This design comes from an exercise in tuning for small area, a short achievable clock period and few clock cycles per item on the open sky130 flow, not from production work.
Function was checked by simulation only, so behaviour that the tests miss may differ from the original.

### flow/config.mk
export PLATFORM = sky130hd
export DESIGN_NAME = NTTN
export DESIGN_NICKNAME = NTTN
export VERILOG_FILES = /design/flow/design.v
export SDC_FILE = /design/flow/constraint.sdc
export NUM_CORES = 4
export LEC_CHECK = 0
export CAP_MARGIN = 20
export CORE_MARGIN = 2
export CORE_UTILIZATION = 40
export SLEW_MARGIN = 20
### flow/design.v
module ModMult(input clk,
               input  [13:0] A, B,
               input  [13:0] q,
               output reg [13:0] C);
wire [7:0] qH = q[13:6];
reg [27:0] p0;
always @(posedge clk) p0 <= A * B;
function [22:0] rnd23;
    input [27:0] t;
    input [7:0]  qh;
    reg [5:0] m;
    begin
        m = -t[5:0];
        rnd23 = t[27:6] + (|t[5:0]) + m * qh;
    end
endfunction
reg [22:0] p1;
always @(posedge clk) p1 <= rnd23(p0, qH);
reg [16:0] p2;
always @(posedge clk) p2 <= rnd23({5'd0, p1}, qH);
wire [14:0] p3 = rnd23({11'd0, p2}, qH);
wire [15:0] p3q = {1'b0, p3} - {2'b0, q};
always @(posedge clk) C <= p3q[15] ? p3[13:0] : p3q[13:0];
endmodule
module NTT_ROM(input [6:0] cnt, output reg v, output reg pa, output reg [3:0] aa,
               output reg [3:0] ab, output reg [3:0] tw, output reg [1:0] sa,
               output reg [1:0] sb, output reg sw);
always @(*) begin
    v = 1'b0; pa = 1'b0; aa = 4'd0; ab = 4'd0; tw = 4'd0; sa = 2'd0; sb = 2'd0; sw = 1'b0;
    case (cnt)
    7'd18: begin v = 1'b1; pa = 1'b0; aa = 4'd0; ab = 4'd8; tw = 4'd0; sa = 2'd0; sb = 2'd3; sw = 1'b0; end
    7'd19: begin v = 1'b1; pa = 1'b1; aa = 4'd0; ab = 4'd8; tw = 4'd1; sa = 2'd0; sb = 2'd3; sw = 1'b0; end
    7'd20: begin v = 1'b1; pa = 1'b1; aa = 4'd1; ab = 4'd9; tw = 4'd2; sa = 2'd0; sb = 2'd3; sw = 1'b0; end
    7'd21: begin v = 1'b1; pa = 1'b0; aa = 4'd1; ab = 4'd9; tw = 4'd3; sa = 2'd0; sb = 2'd3; sw = 1'b0; end
    7'd22: begin v = 1'b1; pa = 1'b1; aa = 4'd2; ab = 4'd10; tw = 4'd4; sa = 2'd0; sb = 2'd3; sw = 1'b0; end
    7'd23: begin v = 1'b1; pa = 1'b0; aa = 4'd2; ab = 4'd10; tw = 4'd5; sa = 2'd0; sb = 2'd3; sw = 1'b0; end
    7'd24: begin v = 1'b1; pa = 1'b0; aa = 4'd3; ab = 4'd11; tw = 4'd6; sa = 2'd0; sb = 2'd3; sw = 1'b0; end
    7'd25: begin v = 1'b1; pa = 1'b1; aa = 4'd3; ab = 4'd11; tw = 4'd7; sa = 2'd0; sb = 2'd3; sw = 1'b0; end
    7'd26: begin v = 1'b1; pa = 1'b1; aa = 4'd4; ab = 4'd12; tw = 4'd8; sa = 2'd0; sb = 2'd3; sw = 1'b0; end
    7'd27: begin v = 1'b1; pa = 1'b0; aa = 4'd4; ab = 4'd12; tw = 4'd9; sa = 2'd0; sb = 2'd3; sw = 1'b0; end
    7'd28: begin v = 1'b1; pa = 1'b0; aa = 4'd5; ab = 4'd13; tw = 4'd10; sa = 2'd0; sb = 2'd3; sw = 1'b0; end
    7'd29: begin v = 1'b1; pa = 1'b1; aa = 4'd5; ab = 4'd13; tw = 4'd11; sa = 2'd0; sb = 2'd3; sw = 1'b0; end
    7'd30: begin v = 1'b1; pa = 1'b0; aa = 4'd6; ab = 4'd14; tw = 4'd12; sa = 2'd0; sb = 2'd3; sw = 1'b0; end
    7'd31: begin v = 1'b1; pa = 1'b1; aa = 4'd6; ab = 4'd14; tw = 4'd13; sa = 2'd0; sb = 2'd3; sw = 1'b0; end
    7'd32: begin v = 1'b1; pa = 1'b1; aa = 4'd7; ab = 4'd15; tw = 4'd14; sa = 2'd0; sb = 2'd3; sw = 1'b0; end
    7'd33: begin v = 1'b1; pa = 1'b0; aa = 4'd7; ab = 4'd15; tw = 4'd15; sa = 2'd0; sb = 2'd3; sw = 1'b0; end
    7'd34: begin v = 1'b1; pa = 1'b1; aa = 4'd0; ab = 4'd4; tw = 4'd2; sa = 2'd0; sb = 2'd0; sw = 1'b0; end
    7'd35: begin v = 1'b1; pa = 1'b0; aa = 4'd0; ab = 4'd4; tw = 4'd0; sa = 2'd0; sb = 2'd0; sw = 1'b0; end
    7'd36: begin v = 1'b1; pa = 1'b0; aa = 4'd1; ab = 4'd5; tw = 4'd6; sa = 2'd0; sb = 2'd0; sw = 1'b0; end
    7'd37: begin v = 1'b1; pa = 1'b1; aa = 4'd2; ab = 4'd6; tw = 4'd8; sa = 2'd0; sb = 2'd0; sw = 1'b0; end
    7'd38: begin v = 1'b1; pa = 1'b0; aa = 4'd2; ab = 4'd6; tw = 4'd10; sa = 2'd0; sb = 2'd0; sw = 1'b0; end
    7'd39: begin v = 1'b1; pa = 1'b1; aa = 4'd1; ab = 4'd5; tw = 4'd4; sa = 2'd0; sb = 2'd0; sw = 1'b0; end
    7'd40: begin v = 1'b1; pa = 1'b1; aa = 4'd3; ab = 4'd7; tw = 4'd14; sa = 2'd0; sb = 2'd0; sw = 1'b0; end
    7'd41: begin v = 1'b1; pa = 1'b0; aa = 4'd3; ab = 4'd7; tw = 4'd12; sa = 2'd0; sb = 2'd0; sw = 1'b0; end
    7'd42: begin v = 1'b1; pa = 1'b0; aa = 4'd1; ab = 4'd3; tw = 4'd12; sa = 2'd1; sb = 2'd2; sw = 1'b0; end
    7'd43: begin v = 1'b1; pa = 1'b0; aa = 4'd0; ab = 4'd2; tw = 4'd0; sa = 2'd0; sb = 2'd1; sw = 1'b0; end
    7'd44: begin v = 1'b1; pa = 1'b1; aa = 4'd0; ab = 4'd2; tw = 4'd4; sa = 2'd0; sb = 2'd1; sw = 1'b0; end
    7'd45: begin v = 1'b1; pa = 1'b0; aa = 4'd8; ab = 4'd12; tw = 4'd2; sa = 2'd0; sb = 2'd0; sw = 1'b1; end
    7'd46: begin v = 1'b1; pa = 1'b0; aa = 4'd4; ab = 4'd6; tw = 4'd4; sa = 2'd0; sb = 2'd0; sw = 1'b1; end
    7'd47: begin v = 1'b1; pa = 1'b1; aa = 4'd1; ab = 4'd3; tw = 4'd8; sa = 2'd0; sb = 2'd1; sw = 1'b0; end
    7'd48: begin v = 1'b1; pa = 1'b1; aa = 4'd10; ab = 4'd14; tw = 4'd10; sa = 2'd0; sb = 2'd0; sw = 1'b1; end
    7'd49: begin v = 1'b1; pa = 1'b0; aa = 4'd11; ab = 4'd15; tw = 4'd14; sa = 2'd0; sb = 2'd0; sw = 1'b1; end
    7'd50: begin v = 1'b1; pa = 1'b1; aa = 4'd9; ab = 4'd13; tw = 4'd6; sa = 2'd0; sb = 2'd0; sw = 1'b1; end
    7'd51: begin v = 1'b1; pa = 1'b1; aa = 4'd5; ab = 4'd7; tw = 4'd12; sa = 2'd0; sb = 2'd0; sw = 1'b1; end
    7'd52: begin v = 1'b1; pa = 1'b1; aa = 4'd0; ab = 4'd1; tw = 4'd8; sa = 2'd0; sb = 2'd0; sw = 1'b0; end
    7'd53: begin v = 1'b1; pa = 1'b0; aa = 4'd2; ab = 4'd3; tw = 4'd8; sa = 2'd0; sb = 2'd0; sw = 1'b1; end
    7'd54: begin v = 1'b1; pa = 1'b1; aa = 4'd8; ab = 4'd12; tw = 4'd0; sa = 2'd0; sb = 2'd0; sw = 1'b1; end
    7'd55: begin v = 1'b1; pa = 1'b0; aa = 4'd5; ab = 4'd7; tw = 4'd8; sa = 2'd0; sb = 2'd0; sw = 1'b1; end
    7'd56: begin v = 1'b1; pa = 1'b1; aa = 4'd4; ab = 4'd6; tw = 4'd0; sa = 2'd0; sb = 2'd0; sw = 1'b1; end
    7'd57: begin v = 1'b1; pa = 1'b0; aa = 4'd9; ab = 4'd13; tw = 4'd4; sa = 2'd0; sb = 2'd0; sw = 1'b1; end
    7'd58: begin v = 1'b1; pa = 1'b0; aa = 4'd10; ab = 4'd14; tw = 4'd8; sa = 2'd0; sb = 2'd0; sw = 1'b1; end
    7'd59: begin v = 1'b1; pa = 1'b1; aa = 4'd11; ab = 4'd15; tw = 4'd12; sa = 2'd0; sb = 2'd0; sw = 1'b1; end
    7'd60: begin v = 1'b1; pa = 1'b0; aa = 4'd4; ab = 4'd5; tw = 4'd8; sa = 2'd0; sb = 2'd0; sw = 1'b1; end
    7'd61: begin v = 1'b1; pa = 1'b0; aa = 4'd8; ab = 4'd10; tw = 4'd4; sa = 2'd0; sb = 2'd0; sw = 1'b1; end
    7'd62: begin v = 1'b1; pa = 1'b1; aa = 4'd9; ab = 4'd11; tw = 4'd12; sa = 2'd0; sb = 2'd0; sw = 1'b1; end
    7'd63: begin v = 1'b1; pa = 1'b1; aa = 4'd6; ab = 4'd7; tw = 4'd8; sa = 2'd0; sb = 2'd0; sw = 1'b1; end
    7'd64: begin v = 1'b1; pa = 1'b1; aa = 4'd8; ab = 4'd10; tw = 4'd0; sa = 2'd0; sb = 2'd1; sw = 1'b1; end
    7'd65: begin v = 1'b1; pa = 1'b1; aa = 4'd12; ab = 4'd14; tw = 4'd4; sa = 2'd0; sb = 2'd0; sw = 1'b1; end
    7'd66: begin v = 1'b1; pa = 1'b0; aa = 4'd9; ab = 4'd11; tw = 4'd8; sa = 2'd0; sb = 2'd0; sw = 1'b1; end
    7'd67: begin v = 1'b1; pa = 1'b0; aa = 4'd13; ab = 4'd15; tw = 4'd12; sa = 2'd0; sb = 2'd0; sw = 1'b1; end
    7'd68: begin v = 1'b1; pa = 1'b0; aa = 4'd8; ab = 4'd9; tw = 4'd8; sa = 2'd0; sb = 2'd1; sw = 1'b1; end
    7'd69: begin v = 1'b1; pa = 1'b1; aa = 4'd10; ab = 4'd11; tw = 4'd8; sa = 2'd0; sb = 2'd0; sw = 1'b1; end
    7'd70: begin v = 1'b1; pa = 1'b1; aa = 4'd13; ab = 4'd15; tw = 4'd8; sa = 2'd0; sb = 2'd0; sw = 1'b1; end
    7'd71: begin v = 1'b1; pa = 1'b0; aa = 4'd12; ab = 4'd14; tw = 4'd0; sa = 2'd0; sb = 2'd0; sw = 1'b1; end
    7'd73: begin v = 1'b1; pa = 1'b1; aa = 4'd12; ab = 4'd13; tw = 4'd8; sa = 2'd0; sb = 2'd1; sw = 1'b1; end
    7'd74: begin v = 1'b1; pa = 1'b0; aa = 4'd14; ab = 4'd15; tw = 4'd8; sa = 2'd0; sb = 2'd0; sw = 1'b1; end
    default: ;
    endcase
end
endmodule
module NTTN (input             clk, reset,
             input             load_w,
             input             load_data,
             input             start,
             input             start_intt,
             input      [13:0] din,
             output reg        done,
             output reg [13:0] dout);
localparam NM = 4;             
localparam LS = 2 + NM;        
localparam T0 = 62;            
localparam RUN0 = 34;          
reg        lw_r, ld_r, st_r, sti_r;
reg [13:0] din_r;
always @(posedge clk or posedge reset) begin
    if (reset) begin
        lw_r <= 1'b0; ld_r <= 1'b0; st_r <= 1'b0; sti_r <= 1'b0;
    end else begin
        lw_r <= load_w; ld_r <= load_data; st_r <= start; sti_r <= start_intt;
    end
end
always @(posedge clk) din_r <= din;
reg        wact;
reg [6:0]  wcnt;
reg        act;
reg [6:0]  cnt;
reg        dirv, intt;
wire       hold = (cnt == RUN0) && !dirv && !st_r && !sti_r;
wire       intt_now = dirv ? intt : sti_r;
always @(posedge clk or posedge reset) begin
    if (reset) begin
        wact <= 1'b0; wcnt <= 7'd0;
    end else if (lw_r) begin
        wact <= 1'b1; wcnt <= 7'd0;
    end else if (wact) begin
        wcnt <= wcnt + 7'd1;
        if (wcnt == 7'd65) wact <= 1'b0;
    end
end
always @(posedge clk or posedge reset) begin
    if (reset) begin
        act <= 1'b0; cnt <= 7'd0; dirv <= 1'b0; intt <= 1'b0;
    end else if (ld_r) begin
        act <= 1'b1; cnt <= 7'd2; dirv <= 1'b0;
    end else if (act) begin
        if ((st_r || sti_r) && !dirv) begin
            dirv <= 1'b1; intt <= sti_r;
        end
        if (!hold) cnt <= cnt + 7'd1;
        if (cnt == T0 + 31) act <= 1'b0;
    end
end
reg [13:0] T [0:15];
reg [13:0] q;
integer i;
always @(posedge clk) begin
    if (wact && wcnt < 7'd16) begin
        for (i = 0; i < 15; i = i + 1) T[i] <= T[i + 1];
        T[15] <= din_r;
    end
    if (wact && wcnt == 7'd64) q <= din_r;
end
wire       r_v, r_pa, r_sw;
wire [3:0] r_aa, r_ab, r_tw;
wire [1:0] r_sa, r_sb;
NTT_ROM rom(.cnt(cnt), .v(r_v), .pa(r_pa), .aa(r_aa), .ab(r_ab), .tw(r_tw),
            .sa(r_sa), .sb(r_sb), .sw(r_sw));
wire issue = act && r_v && !hold;
reg  [13:0] B0 [0:15];
reg  [13:0] B1 [0:15];
wire [3:0]  ra0 = r_pa ? r_ab : r_aa;
wire [3:0]  ra1 = r_pa ? r_aa : r_ab;
wire [13:0] rd0 = B0[ra0];
wire [13:0] rd1 = B1[ra1];
wire [13:0] W0, W1;
wire [3:0]  wa0, wa1;
wire        we0, we1;
reg  [13:0] S1;                   
wire [13:0] va_rf = r_pa ? rd1 : rd0;
wire [13:0] vb_rf = r_pa ? rd0 : rd1;
wire [13:0] va_w  = r_pa ? W1 : W0;
wire [13:0] vb_w  = r_pa ? W0 : W1;
wire [13:0] xsel  = (r_sa == 2'd0) ? va_rf : (r_sa == 2'd1) ? va_w : S1;
wire [13:0] ysel  = (r_sb == 2'd0) ? vb_rf : (r_sb == 2'd1) ? vb_w :
                    (r_sb == 2'd2) ? S1 : din_r;
reg [13:0] X, Y, TW, TW1, D1;
always @(posedge clk) begin
    X  <= xsel;
    Y  <= ysel;
    TW <= T[r_tw];
end
wire [14:0] s_raw = X + Y;
wire [15:0] s_q   = {1'b0, s_raw} - {2'b0, q};
wire [14:0] d_raw = {1'b0, X} - {1'b0, Y};
wire [13:0] d_q   = d_raw[13:0] + q;
always @(posedge clk) begin
    S1  <= s_q[15] ? s_raw[13:0] : s_q[13:0];
    D1  <= d_raw[14] ? d_q : d_raw[13:0];
    TW1 <= TW;
end
wire [13:0] DM;
ModMult mm(.clk(clk), .A(D1), .B(TW1), .q(q), .C(DM));
reg [13:0] SD [1:NM];
always @(posedge clk) begin
    SD[1] <= S1;
    for (i = 2; i <= NM; i = i + 1) SD[i] <= SD[i - 1];
end
reg        tv [1:LS];
reg        tpa [1:LS];
reg        tsw [1:LS];
reg [3:0]  taa [1:LS];
reg [3:0]  tab [1:LS];
always @(posedge clk or posedge reset) begin
    if (reset) begin
        for (i = 1; i <= LS; i = i + 1) tv[i] <= 1'b0;
    end else begin
        tv[1] <= issue;
        for (i = 2; i <= LS; i = i + 1) tv[i] <= tv[i - 1];
    end
end
always @(posedge clk) begin
    tpa[1] <= r_pa; tsw[1] <= r_sw & intt_now; taa[1] <= r_aa; tab[1] <= r_ab;
    for (i = 2; i <= LS; i = i + 1) begin
        tpa[i] <= tpa[i - 1]; tsw[i] <= tsw[i - 1]; taa[i] <= taa[i - 1]; tab[i] <= tab[i - 1];
    end
end
wire [13:0] val_a = tsw[LS] ? DM : SD[NM];
wire [13:0] val_b = tsw[LS] ? SD[NM] : DM;
wire [13:0] Wop0  = tpa[LS] ? val_b : val_a;
wire [13:0] Wop1  = tpa[LS] ? val_a : val_b;
assign W0 = Wop0;
assign W1 = Wop1;
wire [4:0]  lj   = cnt[4:0] - 5'd2;
wire        dinw = act && (cnt >= 7'd2) && (cnt <= 7'd17);
wire        ljp  = ^lj;
wire [13:0] B0in = dinw ? din_r : W0;
wire [13:0] B1in = dinw ? din_r : W1;
assign wa0 = dinw ? lj[4:1] : (tpa[LS] ? tab[LS] : taa[LS]);
assign wa1 = dinw ? lj[4:1] : (tpa[LS] ? taa[LS] : tab[LS]);
assign we0 = dinw ? !ljp : tv[LS];
assign we1 = dinw ?  ljp : tv[LS];
always @(posedge clk) begin
    if (we0) B0[wa0] <= B0in;
    if (we1) B1[wa1] <= B1in;
end
function [13:0] madd;
    input [13:0] a, b, qq;
    reg [14:0] s; reg [15:0] t;
    begin
        s = a + b; t = {1'b0, s} - {2'b0, qq};
        madd = t[15] ? s[13:0] : t[13:0];
    end
endfunction
function [13:0] msub;
    input [13:0] a, b, qq;
    reg [14:0] d;
    begin
        d = {1'b0, a} - {1'b0, b};
        msub = d[14] ? d[13:0] + qq : d[13:0];
    end
endfunction
function [13:0] div32;
    input [13:0] x;
    input [7:0]  qh;
    reg [4:0] m;
    reg [12:0] mq;
    begin
        m = -x[4:0];
        mq = m * qh;
        div32 = x[13:5] + (|x[4:0]) + {mq, 1'b0};
    end
endfunction
wire [6:0]  oc   = cnt - (T0 - 4);
wire        oact = act && (cnt >= T0 - 4);
wire [2:0]  oblk = oc[4:2];
wire        opar = ^oblk;
wire [3:0]  oa0  = {oblk, oc[0] ^ opar};
wire [3:0]  oa1  = {oblk, ~(oc[0] ^ opar)};
wire [13:0] o0   = B0[oa0];
wire [13:0] o1   = B1[oa1];
reg  [13:0] Ey0, Ey2, F1, F3, Z0, Z2, R1;
wire [6:0]  oc2  = oc - 7'd2;
wire [1:0]  orr  = oc2[1:0];
wire        osw4 = intt && (oblk != 3'd0);
wire        osub = orr[0] ^ (intt && !(oc2[4:2] == 3'd0 && !orr[1]));
wire [13:0] opa  = orr[1] ? Z2 : Z0;
wire [13:0] opb  = orr[1] ? F3 : F1;
wire [13:0] ysum = madd(Ey0, Ey2, q);
wire [13:0] ydif = msub(Ey0, Ey2, q);
always @(posedge clk) begin
    if (oc[1:0] == 2'd0) begin
        Ey0 <= opar ? o1 : o0;
        Ey2 <= opar ? o0 : o1;
    end
    if (oc[1:0] == 2'd1) begin
        F1 <= opar ? o0 : o1;
        F3 <= opar ? o1 : o0;
        Z0 <= osw4 ? ydif : ysum;
        Z2 <= osw4 ? ysum : ydif;
    end
    R1   <= osub ? msub(opa, opb, q) : madd(opa, opb, q);
    dout <= intt ? div32(R1, q[13:6]) : R1;
end
always @(posedge clk or posedge reset) begin
    if (reset) done <= 1'b0;
    else       done <= act && (cnt == T0 - 2);
end
endmodule
### flow/run.sh
#!/bin/bash
# synth_recipe.tcl (not shown) runs the flow's synth.tcl, then flattens the netlist and writes it again
# the make line also repeats each setting of config.mk as NAME=value (left out here)
make -C /OpenROAD-flow-scripts/flow DESIGN_CONFIG=/design/flow/config.mk WORK_HOME=/design/flow/orfs CLKGATE_MAP_FILE= SYNTH_SCRIPT=/design/flow/synth_recipe.tcl finish
### flow/constraint.sdc
create_clock -name core_clock -period 7.5 [get_ports {clk}]
set_input_delay 1.5000 -clock core_clock [delete_from_list [all_inputs] [get_ports {clk}]]
set_output_delay 1.5000 -clock core_clock [all_outputs]
set_load 0.01 [all_outputs]
==> impl_metrics.toml <==
[setup_path]
path_buf_inv = 5
rrSetupSlack_ns = 0.54
crit_start = "mm.p2[3]"
regToRegStartpoint = "mm.p2[3]"
crit_path_end = "mm.C[2]"
r2r_cells = 29
path_delay_family = "adder cells"
slowest_delay_ns = 0.50
critical_path_class = "reg2reg"
end_kind = "flop"
crit_fanout = 14
arrival_ns = 7.58
cp_data_required_time_ns = 8.12
path_depth = 29
reg2reg_to = "mm.C[2]"
start_kind = "flop"
slowest_stage = "fa_1"
crit_path_frequent_cell = "inv_1"

[synthesis]
synth_edf_count = 770
syn_area_per_cell_um2 = 11.9
yosysTopAreaCell = "edfxtp_1"
yosys-top-cells-count = "770 x edfxtp_1, 469 x inv_1, 430 x ha_1"
synth_fp_nets = 6335
netlist_area_um2 = 66800
ys.flop_type = "edfxtp_1"
ys_seq_elements = 1123
netlist.area_leader.share = 0.346
ys_seq_area_frac = 0.454
synth_cell_types = 92
async_reset_ff_frac = 0.0258
ys_warn_count = 10
netlist_instances = 5632
yosysMostFrequentCell = "edfxtp_1"
synthTopCellsByArea = "edfxtp_1 35%, dfxtp_1 9.7%, ha_1 8.0%"

[timing]
fin_skew_ns = 0.0393
slew_headroom = 0.241
maxSlewViolCount = 0
fin_ws_ns = 0.540
post-route-min-period_ns = 6.96
setup_viol = 0
finalCritPeriodShare = 0.928
holdWs_ns = 0.310
rsz0062_at_grt = "no"
final_hold_viol_count = 0
finalSetupTns_ns = 0
timing.fmax_ghz = 0.144
worst_pin_slew_ns = 1.14

[global_route]
use_met2 = 0.353
use_met3 = 0.0397
use_met1 = 0.289
grt-ovfl-total = 0
grt_max_degree = 113
grt_pass1_wl_mm = 280
grt_usage = 0.217
antenna_found_initial = 12
grt_pass1_vias = 45200
top_usage_layer = "met2"

[layout]
layout.nets = 6394
syn_to_final_growth_pct = 11.3
layout-drive-gt1-share = 0.113
finalInstanceArea_um2 = 74400

[floorplan]
boundaryPins = 35
fp-row-count = 150
fp.coreArea_um2 = 166000
dieHeight_um = 413
dieWidth_um = 413
initial_core_util = 0.401
die_area_um2 = 170000

[clock_network]
cts.path.max_buffers = 3
cts_num_sinks = 1123
cts_tree = "yes"
ctsHoldBuffers = 0
cts_buffers = 121
htree_levels = 3
cts_root_buffer = "clkbuf_16"
path_clk_slew_ns = 0.06
clk_latency_ns = 0.77

[drt]
ant_nets = 0
drt_wl_total_mm = 186
initialDrtViolationCount = 4391
avgViaCountPerCell = 5.62
wl_per_cell_um = 23.2
drc = 0
vias = 44900
dr.pass1.iters = 6

[hold_path]
whs_path_depth = 0
min_path_type = "reg2reg"

[run]
cap_violations = 0

[status]
status = "finished clean"

[placement]
port_buffers = 34
dp_hpwl_mm = 130
placed_area_um2 = 70100
gp_congestion = 0.932
pre_cts_ws_ns = 0.349
registers in the layout (all words and copies together), names as in the netlist, 17 cells and up:
register,count
B1,224
tab,24
mm.p1,23
taa,24
mm.p2,17
mm.p0,28
SD,56
T,224
B0,224
worst register-to-register path: cells and delay by family (launching register included):
| kind | cells | cell delay (ns) |
|---|---|---|
| fa+ha+maj | 6 | 2.39 |
| compound gates | 8 | 1.44 |
| simple gates | 6 | 0.98 |
| xor+xnor | 3 | 0.79 |
| buf+inv | 5 | 0.52 |
| mux | 1 | 0.37 |
| flops | 1 | 0.33 |
cells by family after synthesis:
logic type	share of synthesized area
AND/OR/NAND/NOR	0.0879
buffers and inverters	0.0425
flip-flops	0.454
AO/OA/AOI/OAI	0.101
XOR/XNOR	0.0386
adder cells (fa/ha/maj)	0.156
multiplexers	0.120
worst min path at each step:
stage / from / to
after floorplan: SD[1][0] / SD[2][0]
final: TW[6] / TW1[6]
after global routing: TW[6] / TW1[6]
after CTS: TW[6] / TW1[6]
after global placement: taa[2][1] / taa[3][1]
after detailed placement: SD[1][1] / SD[2][1]
timing repair:
item,CTS,global route
gates resized for setup,0,3
buffers inserted,0,0
endpoints found under the setup margin,0,13
layout by cell type, fill, tap and decap left out, types with 28 or more instances in the layout:
master / n
and2_1: 165
a31oi_1: 40
inv_1: 469
nor2_1: 299
a22oi_1: 105
fa_1: 253
dfxtp_1: 324
xnor2_1: 195
o21bai_1: 32
mux4_2: 140
edfxtp_1: 770
a221oi_1: 51
dfrtp_1: 28
a21o_1: 68
buf_4: 127
a21oi_1: 207
ha_1: 427
nor3_1: 73
mux2_2: 92
clkbuf_16: 130
nand2b_1: 36
nor2b_1: 47
and3_1: 31
nand2_1: 407
mux2i_1: 368
a22o_1: 52
nand3_1: 78
xor2_1: 91
o21ai_0: 114
clkdlybuf4s50_1: 34
o22ai_1: 32
final cells by class:
| type | count | area (um^2) |
|---|---|---|
| diodes | 4 | 10.0 |
| clock buffers | 146 | 3390 |
| clock inverters | 79 | 743 |
| fillers | 15200 | 92100 |
| inverters | 475 | 1790 |
| multi-input cells | 3803 | 33900 |
| flip-flops and latches | 1123 | 30300 |
| well taps | 2204 | 2760 |
| repair buffers | 167 | 1420 |
layer usage:
| metal | wire [um] | vias up |
|---|---|---|
| met1 | 79000 | 22500 |
| met3 | 13400 | 337 |
| met5 | 40 | - |
| li1 | - | 20500 |
| met2 | 85900 | 1599 |
| met4 | 7530 | 6 |
stage by stage:
step | instances | utilization
floorplan | 5632 | -
global placement | 7770 | 0.421
detailed placement | 7771 | 0.421
CTS | 7996 | 0.446
global route | 7997 | 0.447
finish | 8001 | 0.447
Testbench counts, summed over its fixed seeds: cycles 6,016, transforms 64.

-- what the ideal ports hide --
The flow's constraints put no driver on any port. The routed layout listed below was extracted and timed again, unchanged, in two steps. Step 1 assumes that a clkbuf_16 drives the clock port and a buf_2 every other input. Step 2 times the ports against the registers' clock, not the clock port: input delays grow and output delays shrink by t, the midpoint of the rising clock arrivals with the driver on. a / b / c = no drivers / after step 1 / after step 2; a / b = the first two.
t (ns): 0.831
setup WS [ns]: 0.540 / 0.540 / 0.540
worst hold slack (ns): 0.310 / 0.310 / 0.310
After both steps setup and hold are still met in this run. For this run, drivers alone change the setup slack by 0.000 ns; drivers and shift together by 0.000 ns.
